Source: an optimization exercise on an open RTL-to-GDS flow (aim: small area, a short achievable clock period and few clock cycles). Production flows keep margins and buffers that such runs may drop.
Only simulation tests tie the RTL to the original design; equivalence was not proved.
Power and IR drop assume default switching activity.

==> flow/design.v <==
`timescale 1ns / 1ps
`timescale 1ns / 1ps
`timescale 1ns / 1ps
`timescale 1ns / 1ps
`timescale 1ns / 1ps
`timescale 1ns / 1ps
module mips_multi(
	input clk, rst,
	output [29:0] mem_addr,
	output mem_we,
	output [31:0] mem_wdata,
	input [31:0] mem_rdata
    );
	reg  [29:0] fpc;             
	reg         d_v;             
	reg  [31:0] d_ir;            
	reg  [31:1] d_sa, d_sb;      
	reg         e_wr;            
	reg         e_lwwr;          
	reg         e_sw, e_beq;     
	reg         e_sub, e_add, e_and, e_or, e_nor, e_slt;
	reg  [31:0] e_a, e_b;
	reg  [31:0] e_sd;            
	reg  [4:0]  e_rd;
	reg  [29:0] e_bt;            
	reg         e_bi0, e_bi1;    
	reg         m_v, m_sw;       
	reg  [29:0] ar;              
	reg         x_ld, x_we;      
	reg  [4:0]  x_rd;
	reg  [31:0] w_d;             
	reg  [31:0] rf [1:31];       
	reg  [31:1] rv;              
	wire        wr_en = x_ld | x_we;
	wire [31:0] wr_d  = x_ld ? mem_rdata : w_d;
	genvar g;
	generate
		for (g = 1; g < 32; g = g + 1) begin : regs
			wire we = wr_en & (x_rd == g);
			always @(posedge clk)
				if (we) rf[g] <= wr_d;
			always @(posedge clk or posedge rst)
				if (rst) rv[g] <= 1'b0;
				else if (we) rv[g] <= 1'b1;
		end
	endgenerate
	wire [5:0] op  = d_ir[31:26];
	wire [4:0] rs  = d_ir[25:21];
	wire [4:0] rt  = d_ir[20:16];
	wire [4:0] rd  = d_ir[15:11];
	wire [5:0] fn  = d_ir[5:0];
	wire d_r   = (op == 6'h00);
	wire d_lw  = (op == 6'h23);
	wire d_sw  = (op == 6'h2B);
	wire d_beq = (op == 6'h04);
	wire d_ub  = d_beq & (rs == rt);         
	wire f_sub = d_r & (fn == 6'h22);
	wire f_and = d_r & (fn == 6'h24);
	wire f_or  = d_r & (fn == 6'h25);
	wire f_nor = d_r & (fn == 6'h27);
	wire f_slt = d_r & (fn == 6'h2A);
	wire [4:0] d_dst = d_r ? rd : rt;
	wire d_use_rt = d_r | d_sw | d_beq;
	wire [29:0] d_bt = fpc + {{14{d_ir[15]}}, d_ir[15:0]};
	wire d_bi0 = (d_ir[15:0] == 16'd0);
	wire d_bi1 = (d_ir[15:0] == 16'd1);
	wire [31:0] bx = e_b;
	wire [31:0] p0 = e_a ^ bx;
	wire [31:0] gk [0:5];
	wire [31:0] pk [0:5];
	assign gk[0] = (e_a & bx) | {31'b0, p0[0] & e_sub};
	assign pk[0] = p0;
	genvar l, k;
	generate
		for (l = 0; l < 5; l = l + 1) begin : pfx
			for (k = 0; k < 32; k = k + 1) begin : bt
				if (k >= (1 << l)) begin : m
					assign gk[l+1][k] = gk[l][k] | (pk[l][k] & gk[l][k - (1 << l)]);
					assign pk[l+1][k] = pk[l][k] & pk[l][k - (1 << l)];
				end else begin : c
					assign gk[l+1][k] = gk[l][k];
					assign pk[l+1][k] = pk[l][k];
				end
			end
		end
	endgenerate
	wire [32:0] sum = {gk[5][31], p0 ^ {gk[5][30:0], e_sub}};
	wire [31:0] alu = ({32{e_add}} & sum[31:0])
	                | ({32{e_and}} & (e_a & e_b))
	                | ({32{e_or}}  & (e_a | e_b))
	                | ({32{e_nor}} & ~(e_a | e_b))
	                | {31'b0, e_slt & ~sum[32]};
	wire taken  = e_beq & (e_a == e_b);
	wire kill_d = taken & ~e_bi0;             
	wire e_redir = kill_d & ~(e_bi1 & d_v);   
	wire stall = d_v & e_lwwr & ~d_ub &
	             ((e_rd == rs) | (d_use_rt & (e_rd == rt)));
	wire d_redir = d_v & d_ub & ~d_bi0 & ~kill_d;
	wire fetch   = ~m_v & ~(d_v & stall);
	wire squash  = e_redir | d_redir;
	wire [29:0] fpc1 = fpc + 30'd1;
	wire f_j = (mem_rdata[31:26] == 6'h02);
	wire [29:0] fpc_n = e_redir ? e_bt :
	                    d_redir ? d_bt :
	                    ~fetch  ? fpc :
	                    f_j     ? {fpc1[29:26], mem_rdata[25:0]} : fpc1;
	wire d_go = d_v & ~stall & ~kill_d & ~d_ub;    
	reg  [31:0] rf_a, rf_b;
	integer i;
	always @* begin
		rf_a = 32'b0;
		rf_b = 32'b0;
		for (i = 1; i < 32; i = i + 1) begin
			rf_a = rf_a | ({32{rv[i] & d_sa[i]}} & rf[i]);
			rf_b = rf_b | ({32{rv[i] & d_sb[i]}} & rf[i]);
		end
	end
	wire [31:0] va = (e_wr & (e_rd == rs)) ? alu :
	                 (wr_en & (x_rd == rs)) ? wr_d : rf_a;
	wire [31:0] vb = (e_wr & (e_rd == rt)) ? alu :
	                 (wr_en & (x_rd == rt)) ? wr_d : rf_b;
	assign mem_addr  = ar;
	assign mem_we    = m_sw;
	assign mem_wdata = w_d;
	always @(posedge clk or posedge rst) begin
		if (rst) begin
			fpc <= 30'b0;
			ar <= 30'b0;
			d_v <= 1'b0;
			e_wr <= 1'b0; e_lwwr <= 1'b0; e_sw <= 1'b0; e_beq <= 1'b0;
			m_v <= 1'b0; m_sw <= 1'b0;
			x_ld <= 1'b0; x_we <= 1'b0;
		end else begin
			fpc <= fpc_n;
			ar  <= (e_lwwr | e_sw) ? sum[31:2] : fpc_n;
			if (!(d_v & stall & ~kill_d))
				d_v <= fetch & ~squash & ~f_j;
			e_wr   <= d_go & d_r & (rd != 5'd0);
			e_lwwr <= d_go & d_lw & (rt != 5'd0);
			e_sw   <= d_go & d_sw;
			e_beq  <= d_go & d_beq;
			m_v  <= e_lwwr | e_sw;
			m_sw <= e_sw;
			x_ld <= e_lwwr;
			x_we <= e_wr;
		end
	end
	always @(posedge clk) begin
		if (!(d_v & stall)) begin
			d_ir <= mem_rdata;
			for (i = 1; i < 32; i = i + 1) begin
				d_sa[i] <= (mem_rdata[25:21] == i);
				d_sb[i] <= (mem_rdata[20:16] == i);
			end
		end
		e_a   <= va;
		e_b   <= ((d_lw | d_sw) ? {{16{d_ir[15]}}, d_ir[15:0]} : vb) ^ {32{f_sub | f_slt}};
		e_sd  <= vb;
		e_rd  <= d_dst;
		e_bt  <= d_bt;
		e_bi0 <= d_bi0;
		e_bi1 <= d_bi1;
		e_sub <= f_sub | f_slt;
		e_add <= ~(f_and | f_or | f_nor | f_slt);
		e_and <= f_and;
		e_or  <= f_or;
		e_nor <= f_nor;
		e_slt <= f_slt;
		x_rd  <= e_rd;
		w_d   <= e_sw ? e_sd : alu;
	end
endmodule
==> flow/flow/run.sh <==
#!/bin/bash
set -euo pipefail
bash standard.sh SETUP_SLACK_MARGIN=5.4 finish > standard.log 2>&1
==> flow/standard.sh <==
#!/bin/bash
# synth_recipe.tcl (not shown) runs the flow's synth.tcl, then flattens the netlist and writes it again
# the make line also repeats each setting of config.mk as NAME=value (left out here)
make -C /OpenROAD-flow-scripts/flow DESIGN_CONFIG=/design/flow/config.mk WORK_HOME=/design/flow/orfs CLKGATE_MAP_FILE= SYNTH_SCRIPT=/design/flow/synth_recipe.tcl "${@:-finish}"
==> flow/config.mk <==
export PLATFORM = sky130hd
export DESIGN_NAME = mips_multi
export DESIGN_NICKNAME = mips_multi
export VERILOG_FILES = /design/flow/design.v
export SDC_FILE = /design/flow/constraint.sdc
export NUM_CORES = 4
export LEC_CHECK = 0
export CAP_MARGIN = 20
export CORE_MARGIN = 2
export CORE_UTILIZATION = 50
export CTS_CLUSTER_DIAMETER = 80
export CTS_CLUSTER_SIZE = 24
export SLEW_MARGIN = 20
export TNS_END_PERCENT = 100
==> flow/constraint.sdc <==
create_clock -name core_clock -period 8.5 [get_ports {clk}]
set_input_delay 1.7000 -clock core_clock [delete_from_list [all_inputs] [get_ports {clk}]]
set_output_delay 1.7000 -clock core_clock [all_outputs]
set_load 0.01 [all_outputs]
==> impl_metrics.toml, run 1 <==
[status]
status = "timing/DRC/antenna clean"

[setup_path]
crit_family = "simple AND/OR/NAND/NOR gates"
r2r_cells = 9
critical-path-max-stage-delay_ns = 0.54
crit_chain = "and2_2, buf_6, buf_12, a221oi_1, nand4_1, nor3_1, nand4_1, o211ai_1, o21ai_1"
critPathMaxFanout = 20
setup.worst_path.end_class = "register"
path_depth = 9
cp.required_ns = 9.03
crit_top_cell = "nand4_1"
critPathLaunch = "rv[13]"
r2r_start = "rv[13]"
timing.critical_path.from_type = "register"
crit_buf_inv = 2
worst-setup-path-type = "reg2reg"
cp_slowest_cell = "nand4_1"
cp.arrival_ns = 3.72

[clock_tree]
cts_buffers = 72
cts_sinks = 1362
cts_max_path_buffers = 3
clock_latency_ns = 0.72
clkTransAtPathRegs_ns = 0.10
htreeDepth = 3
cts_hold_buf = 0
cts_tree = "yes"
clock-root-buffer = "clkbuf_16"

[synth]
avgSynthCellArea_um2 = 12.9
yosysWarnings = 2
async_flop_share = 0.0734
ys_seq_area_frac = 0.635
syn_inst = 4703
syn_area_um2 = 60800
synth_edf_count = 1086
ys_types = 87
syn-num-nets = 4834
synth-main-ff-cell = "edfxtp_1"
ys_ff_latch = 1362

[run]
drv_cap = 0

[global_route]
use_met3 = 0.185
grt_pass1_vias = 46703
met1_usage = 0.558
grt.total_usage = 0.450
grt_use_met2 = 0.640
grt-busiest-layer = "met2"
globalRouteOverflowTotal = 0
grt_pass1_wl_um = 387000
antenna_found_initial = 21
grt_max_degree = 52

[place]
io_buffers = 96
hpwl_um = 157000
gp_congestion = 0.986

[hold_path]
worstHoldStart = "e_rd[4]"
hold_depth = 0
hp-class = "reg2reg"

[die]
dieArea_um2 = 124000
core-area_um2 = 120000
pin_count = 97
die_h_um = 353
rows = 127
die_w_um = 353
floorplan.initialDensity = 0.506

[timing]
tightest_slew_ns = 1.21
tns_ns = 0
finalSetupViolCount = 0
rsz0062_at_grt = "yes"
slew_viol_final = 0
slew_headroom = 0.195
max_freq_mhz = 314
min_period_ns = 3.19
fin_skew_ns = 0.0443
finalCritPeriodShare = 0.375
final_hold_viol_count = 0

[power_and_ir_drop]
p_int_w = 0.00989
pwr-share-seq = 0.570
switchingPower_w = 0.00365
p_clk_frac = 0.298
power.leakage_nw = 23.6
peakVddDrop_uv = 157
powerDensity_nw_per_um2 = 198
p_comb_frac = 0.132
p_sw_frac = 0.270
power_w = 0.0135

[detailed_routing]
via_count = 50739
drt_pre_antenna_iters = 10
ant_nets = 0
drt-vias-per-instance = 7.93
drc = 0
drtIter0Drc = 12092
drt_wl_total_um = 291000
wl_per_cell_um = 45.5

[cells_and_area]
drive_gt1_frac = 0.160
nets = 4873
syn2layout_area_growth_pct = 12.5
layout_common_cells = "edfxtp_1 (1086), a22oi_1 (440), a221oi_1 (243), a22o_1 (232), nand4_1 (168)"
layout_commonest_cell = "edfxtp_1"
[state kept, by name, summed over array words and instances, names as in the netlist, 5 cells and up]
register / flops
rf: 992
d_ir: 32
e_a: 32
e_b: 32
e_sd: 32
w_d: 32
d_sa: 31
d_sb: 31
rv: 31
ar: 30
e_bt: 30
fpc: 30
e_rd: 5
x_rd: 5
[area by class of cell]
cell class              instances  area, um^2
diodes                          4        10.0
clock inverters                25         279
repair buffers                329        3150
flip-flops and latches       1362       38700
clock buffers                  89        1920
repair inverters                2        17.5
multi-input cells            2863       21900
inverters                     112         440
fillers                      9798       51900
well taps                    1612        2020
[path summary, 6_finish.rpt]
path / to / slack [ns]
max: e_a[8] / 5.31
min: x_rd[4] / 0.39
max reg2reg: e_a[8] / 5.31
min reg2reg: x_rd[4] / 0.39
max in group asynchronous: rv[25] / 5.70
min in group asynchronous: fpc[28] / 1.59
[kinds of logic after synthesis]
kind of cell | Yosys count | share of synthesized area
buffers and inverters | 483 | 0.0303
and+or+nand+nor | 1033 | 0.0887
muxes | 122 | 0.0216
DFF | 1362 | 0.635
adders and majority gates | 97 | 0.0203
xor gates and xnor gates | 107 | 0.0154
AOI/OAI and AO/OA | 1499 | 0.188
[cells in the mapped netlist, types with 17 or more instances]
| cell | number | area, um^2 |
|---|---|---|
| a211oi_1 | 18 | 135 |
| a21o_1 | 25 | 188 |
| a21oi_1 | 105 | 526 |
| a221oi_1 | 254 | 2220 |
| a222oi_1 | 63 | 631 |
| a22o_1 | 232 | 2030 |
| a22oi_1 | 440 | 3300 |
| a31oi_1 | 22 | 138 |
| and2_1 | 81 | 507 |
| buf_1 | 41 | 154 |
| clkbuf_1 | 318 | 1190 |
| dfrtp_1 | 100 | 2500 |
| dfxtp_1 | 176 | 3520 |
| edfxtp_1 | 1086 | 32600 |
| ha_1 | 94 | 1180 |
| inv_1 | 111 | 417 |
| mux2_2 | 75 | 845 |
| mux2i_1 | 47 | 470 |
| nand2_1 | 155 | 582 |
| nand2b_1 | 21 | 131 |
| nand3_1 | 126 | 631 |
| nand4_1 | 168 | 1050 |
| nor2_1 | 204 | 766 |
| nor2b_1 | 23 | 144 |
| nor3_1 | 104 | 521 |
| nor4_1 | 19 | 119 |
| o211ai_1 | 50 | 375 |
| o21a_1 | 17 | 128 |
| o21ai_0 | 152 | 761 |
| o22ai_1 | 17 | 106 |
| o31ai_1 | 20 | 150 |
| or2_2 | 39 | 244 |
| or3_1 | 36 | 225 |
| xnor2_1 | 69 | 604 |
| xor2_1 | 38 | 333 |
[per-stage QoR]
| stage | cell area, um^2 | setup slack [ns] | hold slack, ns | util | std cells |
|---|---|---|---|---|---|
| after detailed placement | 63700 | 4.32 | 0.393 | 0.530 | 6177 |
| final | 68400 | 5.31 | 0.388 | 0.569 | 6398 |
| after global placement | 63700 | 4.28 | 0.391 | 0.530 | 6177 |
| after global routing | 68400 | 5.35 | 0.406 | 0.569 | 6394 |
| after floorplan | 60800 | 5.39 | 0.352 | - | 4703 |
| after CTS | 67100 | 5.37 | 0.387 | 0.558 | 6339 |
[layer usage]
| layer | vias to the layer above | share of wire |
|---|---|---|
| met5 | - | 0.0013 |
| met3 | 1520 | 0.17 |
| met1 | 24741 | 0.33 |
| li1 | 18978 | - |
| met4 | 24 | 0.091 |
| met2 | 5476 | 0.41 |
[what timing repair did]
item / CTS / global route
gates resized for setup: 306 / 220
cloned: 8 / 2
buffers inserted: 40 / 53
endpoints found under the setup margin: 224 / 106
pin swaps: 33 / 64
[power groups by stage]
stage,clock network [W],logic [W],registers [W]
6_report,0.00403,0.00179,0.00772
5_1_grt,0.00419,0.00190,0.00774
4_1_cts,0.00399,0.00167,0.00771
3_5_place_dp,0,0.00164,0.00786
3_3_place_gp,0,0.00162,0.00787
2_1_floorplan,0,0.00100,0.00781
Testbench counts, summed over its fixed seeds: cycles 61,336.
==> run 2: changes to the inputs <==
--- a/flow/config.mk
+++ b/flow/config.mk
@@ -9,6 +9,6 @@
 export CORE_MARGIN = 2
 export CORE_UTILIZATION = 50
 export CTS_CLUSTER_DIAMETER = 80
-export CTS_CLUSTER_SIZE = 24
+export CTS_CLUSTER_SIZE = 20
 export SLEW_MARGIN = 20
 export TNS_END_PERCENT = 100
==> impl_metrics.toml, run 2 <==
[clock_tree]
cts_sinks = 1362
cts_tree = "yes"
cts_max_path_buffers = 3
htreeDepth = 3
clock-root-buffer = "clkbuf_16"
cts_hold_buf = 0
clock_latency_ns = 0.75
cts_buffers = 81
clkTransAtPathRegs_ns = 0.09

[global_route]
antenna_found_initial = 20
grt_pass1_wl_um = 386000
globalRouteOverflowTotal = 0
grt_max_degree = 52
grt.total_usage = 0.449
grt_pass1_vias = 46536

[synth]
ys_ff_latch = 1362
synthTopCellsByArea = "edfxtp_1 (54%), dfxtp_1 (5.8%), a22oi_1 (5.4%)"
async_flop_share = 0.0734
synth_edf_count = 1086
avgSynthCellArea_um2 = 12.9
synth_commonest_cells = "edfxtp_1 (1086), a22oi_1 (440), clkbuf_1 (318), a221oi_1 (254), a22o_1 (232)"
yosysTopAreaCell = "edfxtp_1"
syn-num-nets = 4834
yosysWarnings = 2
synth.top_cell.area_share = 0.536
synth_most_common_cell = "edfxtp_1"
synth-main-ff-cell = "edfxtp_1"
syn_inst = 4703
ys_types = 87
syn_area_um2 = 60800
ys_seq_area_frac = 0.635

[cells_and_area]
final-seq-area_um2 = 38700
fin_area_um2 = 68400
layout_common_cells = "edfxtp_1 (1086), a22oi_1 (440), a221oi_1 (243), a22o_1 (232), nand4_1 (168)"
syn2layout_area_growth_pct = 12.4
nets = 4871
regMostFlops = "rf"
fill_cells = 9811
largest_register_ffs = 992
multiInputGateArea_um2 = 21800
layout_commonest_cell = "edfxtp_1"
drive_gt1_frac = 0.159

[timing]
rsz0062_at_grt = "yes"
max_freq_mhz = 304
tns_ns = 0
tightest_slew_ns = 1.21
setup_slack_ns = 5.22
slew_headroom = 0.196
min_period_ns = 3.28
fin_skew_ns = 0.0450
finalSetupViolCount = 0
slew_viol_final = 0
finalCritPeriodShare = 0.386
final_hold_viol_count = 0

[place]
hpwl_um = 157000
gp_congestion = 0.986
pre_cts_slack_ns = 4.32
io_buffers = 96
placed_area_um2 = 63700

[detailed_routing]
drc = 0
drt-vias-per-instance = 7.93
ant_nets = 0
wl_per_cell_um = 45.3
drt_pre_antenna_iters = 16
via_count = 50789
drt_wl_total_um = 290000
drtIter0Drc = 11938

[status]
status = "timing/DRC/antenna clean"

[die]
floorplan.initialDensity = 0.506
core-area_um2 = 120000
die_h_um = 353
dieArea_um2 = 124000
pin_count = 97
die_w_um = 353
rows = 127

[run]
drv_cap = 0

[setup_path]
critPathMaxFanout = 20
timing.critical_path.from_type = "register"
setup.worst_path.end_class = "register"
cp.required_ns = 9.07
cp.arrival_ns = 3.85
r2r_start = "d_sa[13]"
critPathLaunch = "d_sa[13]"
worst_r2r_endpoint = "e_a[8]"
r2r_setup_slack_ns = 5.22
r2r_cells = 9
worst-setup-path-type = "reg2reg"
cp-endpoint = "e_a[8]"

[power_and_ir_drop]
p_sw_frac = 0.269
p_int_w = 0.0100
pwr-share-seq = 0.565
switchingPower_w = 0.00367
p_clk_frac = 0.305
power.leakage_nw = 23.6
peakVddDrop_uv = 170
powerDensity_nw_per_um2 = 200
p_comb_frac = 0.130

[hold_path]
hp-class = "reg2reg"
## run 2: worst min-delay path by stage
stage,startpoint,endpoint,cells past startpoint
final,e_rd[1],x_rd[1],0
after global routing,e_rd[1],x_rd[1],0
after CTS,e_rd[1],x_rd[1],0
after detailed placement,e_rd[1],x_rd[1],0
after global placement,e_rd[1],x_rd[1],0
after floorplan,e_sw,m_sw,0
## run 2: area by class of cell
cell class                      instances  share of cell area
Clock inverter                         19             0.00300
Tap cell                             1612              0.0295
Timing Repair inverter                  2            0.000256
Inverter                              112             0.00644
Multi-Input combinational cell       2863               0.319
Clock buffer                          107              0.0312
Sequential cell                      1362               0.566
Antenna cell                           10            0.000366
Timing Repair Buffer                  318              0.0442
## run 2: critical path: stages (launching register included)
cell	delay, ns
edfxtp_1	0.37
and2_2	0.19
buf_4	0.29
buf_12	0.29
a221oi_1	0.37
nand4_1	0.14
nor3_1	0.23
nand4_1	0.56
o211ai_1	0.49
o21ai_1	0.20
## run 2: power groups by stage
stage          logic (W)  clock network, W  registers [W]
5_1_grt          0.00190           0.00434        0.00774
2_1_floorplan    0.00100                 0        0.00781
6_report         0.00178           0.00416        0.00772
3_5_place_dp     0.00164                 0        0.00786
3_3_place_gp     0.00162                 0        0.00787
4_1_cts          0.00167           0.00413        0.00771
## run 2: repair_timing
action	in CTS	in global routing
buffers inserted	36	47
resized for setup	312	218
cloned	7	2
setup endpoints to repair	223	120
pin swaps	30	65
## run 2: kinds of logic (layout without fill, tap and decap cells)
group,Yosys count,in the layout,share of synthesized area
AOI/OAI and AO/OA,1499,1499,0.188
DFF,1362,1362,0.635
adders and majority gates,97,97,0.0203
xor gates and xnor gates,107,107,0.0154
muxes,122,124,0.0216
and+or+nand+nor,1033,1036,0.0887
other,0,10,0
buffers and inverters,483,558,0.0303
## run 2: per-layer routing
metal | global-route usage | vias to the layer above | part of all wire
li1 | - | 18995 | -
met1 | 0.556 | 24670 | 0.33
met2 | 0.643 | 5530 | 0.41
met3 | 0.183 | 1576 | 0.17
met4 | 0.304 | 18 | 0.092
met5 | 0 | - | 0.00097
## run 2: stage by stage
| step | total power, W | std cells | util | hold slack [ns] |
|---|---|---|---|---|
| 2_1_floorplan | 0.00882 | 4703 | - | 0.352 |
| 3_3_place_gp | 0.00949 | 6177 | 0.530 | 0.391 |
| 3_5_place_dp | 0.00950 | 6177 | 0.530 | 0.393 |
| 4_1_cts | 0.0135 | 6346 | 0.559 | 0.408 |
| 5_1_grt | 0.0140 | 6395 | 0.568 | 0.417 |
| 6_report | 0.0137 | 6405 | 0.568 | 0.409 |
==> run 3: changes to the inputs <==
--- a/flow/design.v
+++ b/flow/design.v
@@ -20,9 +20,8 @@
 	reg         e_sw, e_beq;     
 	reg         e_sub, e_add, e_and, e_or, e_nor, e_slt;
 	reg  [31:0] e_a, e_b;
-	reg  [31:0] e_sd;            
+	reg  [31:0] e_x;             
 	reg  [4:0]  e_rd;
-	reg  [29:0] e_bt;            
 	reg         e_bi0, e_bi1;    
 	reg         m_v, m_sw;       
 	reg  [29:0] ar;              
@@ -100,7 +99,7 @@
 	wire squash  = e_redir | d_redir;
 	wire [29:0] fpc1 = fpc + 30'd1;
 	wire f_j = (mem_rdata[31:26] == 6'h02);
-	wire [29:0] fpc_n = e_redir ? e_bt :
+	wire [29:0] fpc_n = e_redir ? e_x[29:0] :
 	                    d_redir ? d_bt :
 	                    ~fetch  ? fpc :
 	                    f_j     ? {fpc1[29:26], mem_rdata[25:0]} : fpc1;
@@ -155,9 +154,8 @@
 		end
 		e_a   <= va;
 		e_b   <= ((d_lw | d_sw) ? {{16{d_ir[15]}}, d_ir[15:0]} : vb) ^ {32{f_sub | f_slt}};
-		e_sd  <= vb;
+		e_x   <= d_sw ? vb : {2'b0, d_bt};
 		e_rd  <= d_dst;
-		e_bt  <= d_bt;
 		e_bi0 <= d_bi0;
 		e_bi1 <= d_bi1;
 		e_sub <= f_sub | f_slt;
@@ -167,6 +165,6 @@
 		e_nor <= f_nor;
 		e_slt <= f_slt;
 		x_rd  <= e_rd;
-		w_d   <= e_sw ? e_sd : alu;
+		w_d   <= e_sw ? e_x : alu;
 	end
 endmodule
--- a/flow/config.mk
+++ b/flow/config.mk
@@ -9,6 +9,6 @@
 export CORE_MARGIN = 2
 export CORE_UTILIZATION = 50
 export CTS_CLUSTER_DIAMETER = 80
-export CTS_CLUSTER_SIZE = 20
+export CTS_CLUSTER_SIZE = 24
 export SLEW_MARGIN = 20
 export TNS_END_PERCENT = 100
==> impl_metrics.toml, run 3 <==
[status]
status = "timing/DRC/antenna clean"

[cells_and_area]
regMostFlops = "rf"
largest_register_ffs = 992
fill_cells = 9444
fin_area_um2 = 69000
syn2layout_area_growth_pct = 15.2
drive_gt1_frac = 0.196
multiInputGateArea_um2 = 22000
fin_cells = 6419
layout_commonest_cell = "edfxtp_1"
final-seq-area_um2 = 38100
nets = 4902
layout_common_cells = "edfxtp_1 (1086), a22oi_1 (527), buf_4 (226), a221oi_1 (191)"

[power_and_ir_drop]
power.leakage_nw = 24.1
switchingPower_w = 0.00396
powerDensity_nw_per_um2 = 204
p_int_w = 0.0101
power_w = 0.0140
p_clk_frac = 0.289
p_sw_frac = 0.282
pwr-share-seq = 0.549
peakVddDrop_uv = 141
p_comb_frac = 0.162

[timing]
min_period_ns = 3.28
slew_viol_final = 0
slew_headroom = 0.206
fin_skew_ns = 0.0470
finalSetupViolCount = 0
rsz0062_at_grt = "yes"
final_hold_viol_count = 0
tns_ns = 0
finalCritPeriodShare = 0.386
max_freq_mhz = 305
tightest_slew_ns = 1.19
timing.hold.ws_ns = 0.404

[hold_path]
hp-class = "reg2reg"
worstHoldStart = "e_rd[3]"
hold_path_end = "x_rd[3]"
hold_depth = 0

[setup_path]
timing.critical_path.from_type = "input port"
r2r_start = "rv[8]"
cp.arrival_ns = 3.90
setup.worst_path.end_class = "register"
cp.required_ns = 9.12
r2r_setup_slack_ns = 5.29
critPathMaxFanout = 33
r2r_cells = 12
worst_r2r_endpoint = "e_b[31]"
worst-setup-path-type = "in2reg"

[die]
rows = 126
pin_count = 97
core-area_um2 = 118000
floorplan.initialDensity = 0.506
die_h_um = 350
die_w_um = 350
dieArea_um2 = 122000

[synth]
synth-main-ff-cell = "edfxtp_1"
avgSynthCellArea_um2 = 12.9
synth.top_cell.area_share = 0.545
synthTopCellsByArea = "edfxtp_1 (54%), a22oi_1 (6.6%), dfxtp_1 (4.9%)"
syn_area_um2 = 59900
syn_inst = 4649
synth_commonest_cells = "edfxtp_1 (1086), a22oi_1 (527), clkbuf_1 (311), nor2_1 (229), a221oi_1 (211)"
synth_edf_count = 1086
syn-num-nets = 4780
ys_seq_area_frac = 0.636
yosysTopAreaCell = "edfxtp_1"
ys_types = 85
yosysWarnings = 2
synth_most_common_cell = "edfxtp_1"
ys_ff_latch = 1332
async_flop_share = 0.0751

[detailed_routing]
drt_pre_antenna_iters = 13
drc = 0
drt_wl_total_um = 296000
ant_nets = 0
drtIter0Drc = 11265
wl_per_cell_um = 46.1
via_count = 50652
drt-vias-per-instance = 7.89

[global_route]
grt.total_usage = 0.468
globalRouteOverflowTotal = 0
grt_max_degree = 63
grt_pass1_wl_um = 390000
grt_pass1_vias = 46856
antenna_found_initial = 20

[clock_tree]
cts_max_path_buffers = 3
htreeDepth = 3
clock-root-buffer = "clkbuf_16"
cts_tree = "yes"
clock_latency_ns = 0.71
cts_buffers = 71
clkTransAtPathRegs_ns = 0.10
cts_sinks = 1332

[place]
placedCellCount = 6121
io_buffers = 96
gp_congestion = 0.982
placed_area_um2 = 62900
hpwl_um = 160000

[run]
drv_cap = 0
-- run 3: worst max path at each step --
stage / start / to / slack (ns) / depth (start not counted)
floorplan: mem_rdata[26] / ar[9] / 5.27 / 10
finish: mem_rdata[6] / e_b[6] / 5.22 / 7
global route: e_a[12] / e_b[25] / 5.21 / 12
CTS: mem_rdata[25] / e_b[25] / 5.13 / 6
detailed placement: mem_rdata[26] / ar[22] / 4.30 / 10
global placement: mem_rdata[30] / e_b[30] / 4.30 / 7
-- run 3: power by group through the flow --
stage	registers [W]	clock network (W)	logic [W]
detailed placement	0.00781	0	0.00182
floorplan	0.00770	0	0.00108
finish	0.00771	0.00405	0.00228
CTS	0.00766	0.00401	0.00200
global route	0.00771	0.00423	0.00240
global placement	0.00781	0	0.00181
-- run 3: layer usage --
metal	vias to the layer above	part of all wire	GRT usage
li1	18896	-	-
met1	24684	0.32	0.572
met2	5451	0.40	0.655
met3	1601	0.18	0.211
met4	20	0.095	0.332
met5	-	0.00077	0.00706
-- run 3: what timing repair did --
action | CTS | global route
cloned | 9 | 9
gates resized for setup | 406 | 310
buffers inserted | 76 | 83
pin swaps | 61 | 114
hold buffers | 0 | 0
setup endpoints to repair | 447 | 370
-- run 3: area by class of cell --
type / instances / area share
multi-input cells: 2837 / 0.319
flip-flops and latches: 1332 / 0.552
clock inverters: 21 / 0.00410
repair buffers: 412 / 0.0597
repair inverters: 3 / 0.000544
inverters: 114 / 0.00653
clock buffers: 91 / 0.0284
well taps: 1600 / 0.0290
diodes: 9 / 0.000327
-- run 3: cells by family (layout without fill, tap and decap cells) --
family	after synthesis	after routing	synth area share
buf+inv	485	641	0.0308
simple gates	1016	1019	0.0865
other cells	0	9	0
flops	1332	1332	0.636
xor+xnor	111	111	0.0162
compound gates	1479	1479	0.187
fa+ha+maj	97	97	0.0207
mux	129	131	0.0235
-- run 3: worst max-delay path, stage by stage --
cell and delay [ns]:
clkdlybuf4s50_1 0.87, mux2_4 0.52, nor2_1 0.07, a31oi_1 0.23, a21oi_1 0.13, a21oi_1 0.21, xor2_1 0.14
-- run 3: per-stage QoR --
stage                      util  setup slack, ns
after floorplan               -             5.27
after global placement    0.531             4.30
after detailed placement  0.531             4.30
after CTS                 0.566             5.13
after global routing      0.582             5.21
final                     0.582             5.22
Testbench counts of run 3, summed over its fixed seeds: cycles 61,336.

-- re-timing with driven ports --
The results above use ideal ports. As a check the final layouts listed here were re-extracted and re-timed, cells and wires unchanged. Step 1 (the two cells are an assumption about what drives the block):
set clk [get_ports {clk}]
set_driving_cell -lib_cell sky130_fd_sc_hd__clkbuf_16 $clk
set_driving_cell -lib_cell sky130_fd_sc_hd__buf_2 [delete_from_list [all_inputs] $clk]
Step 2 moves the port delays by t, midway between the first and last clock arrival at a register: inputs arrive t later, outputs are due t later. That takes back most of the time a late clock gives input paths. Three values: ideal, step 1, step 2; two values: the first two.
run	t (ns)	setup WS [ns]	hold slack, ns	clock arrival spread, ns	worst register clock-pin slew, ns
run 1	0.772	5.314 / 5.287 / 4.694	0.388 / 0.388 / 0.388	0.051 / 0.051	0.11 / 0.11
run 2	0.798	5.215 / 5.215 / 4.642	0.409 / 0.409 / 0.409	0.049 / 0.049	0.10 / 0.10
run 3	0.768	5.220 / 5.238 / 4.507	0.404 / 0.404 / 0.404	0.047 / 0.047	0.10 / 0.10
After both steps setup and hold are still met in every run listed. The setup slack of run 3, which loses most, moves by +0.018 ns with the drivers and by -0.713 ns with both steps.
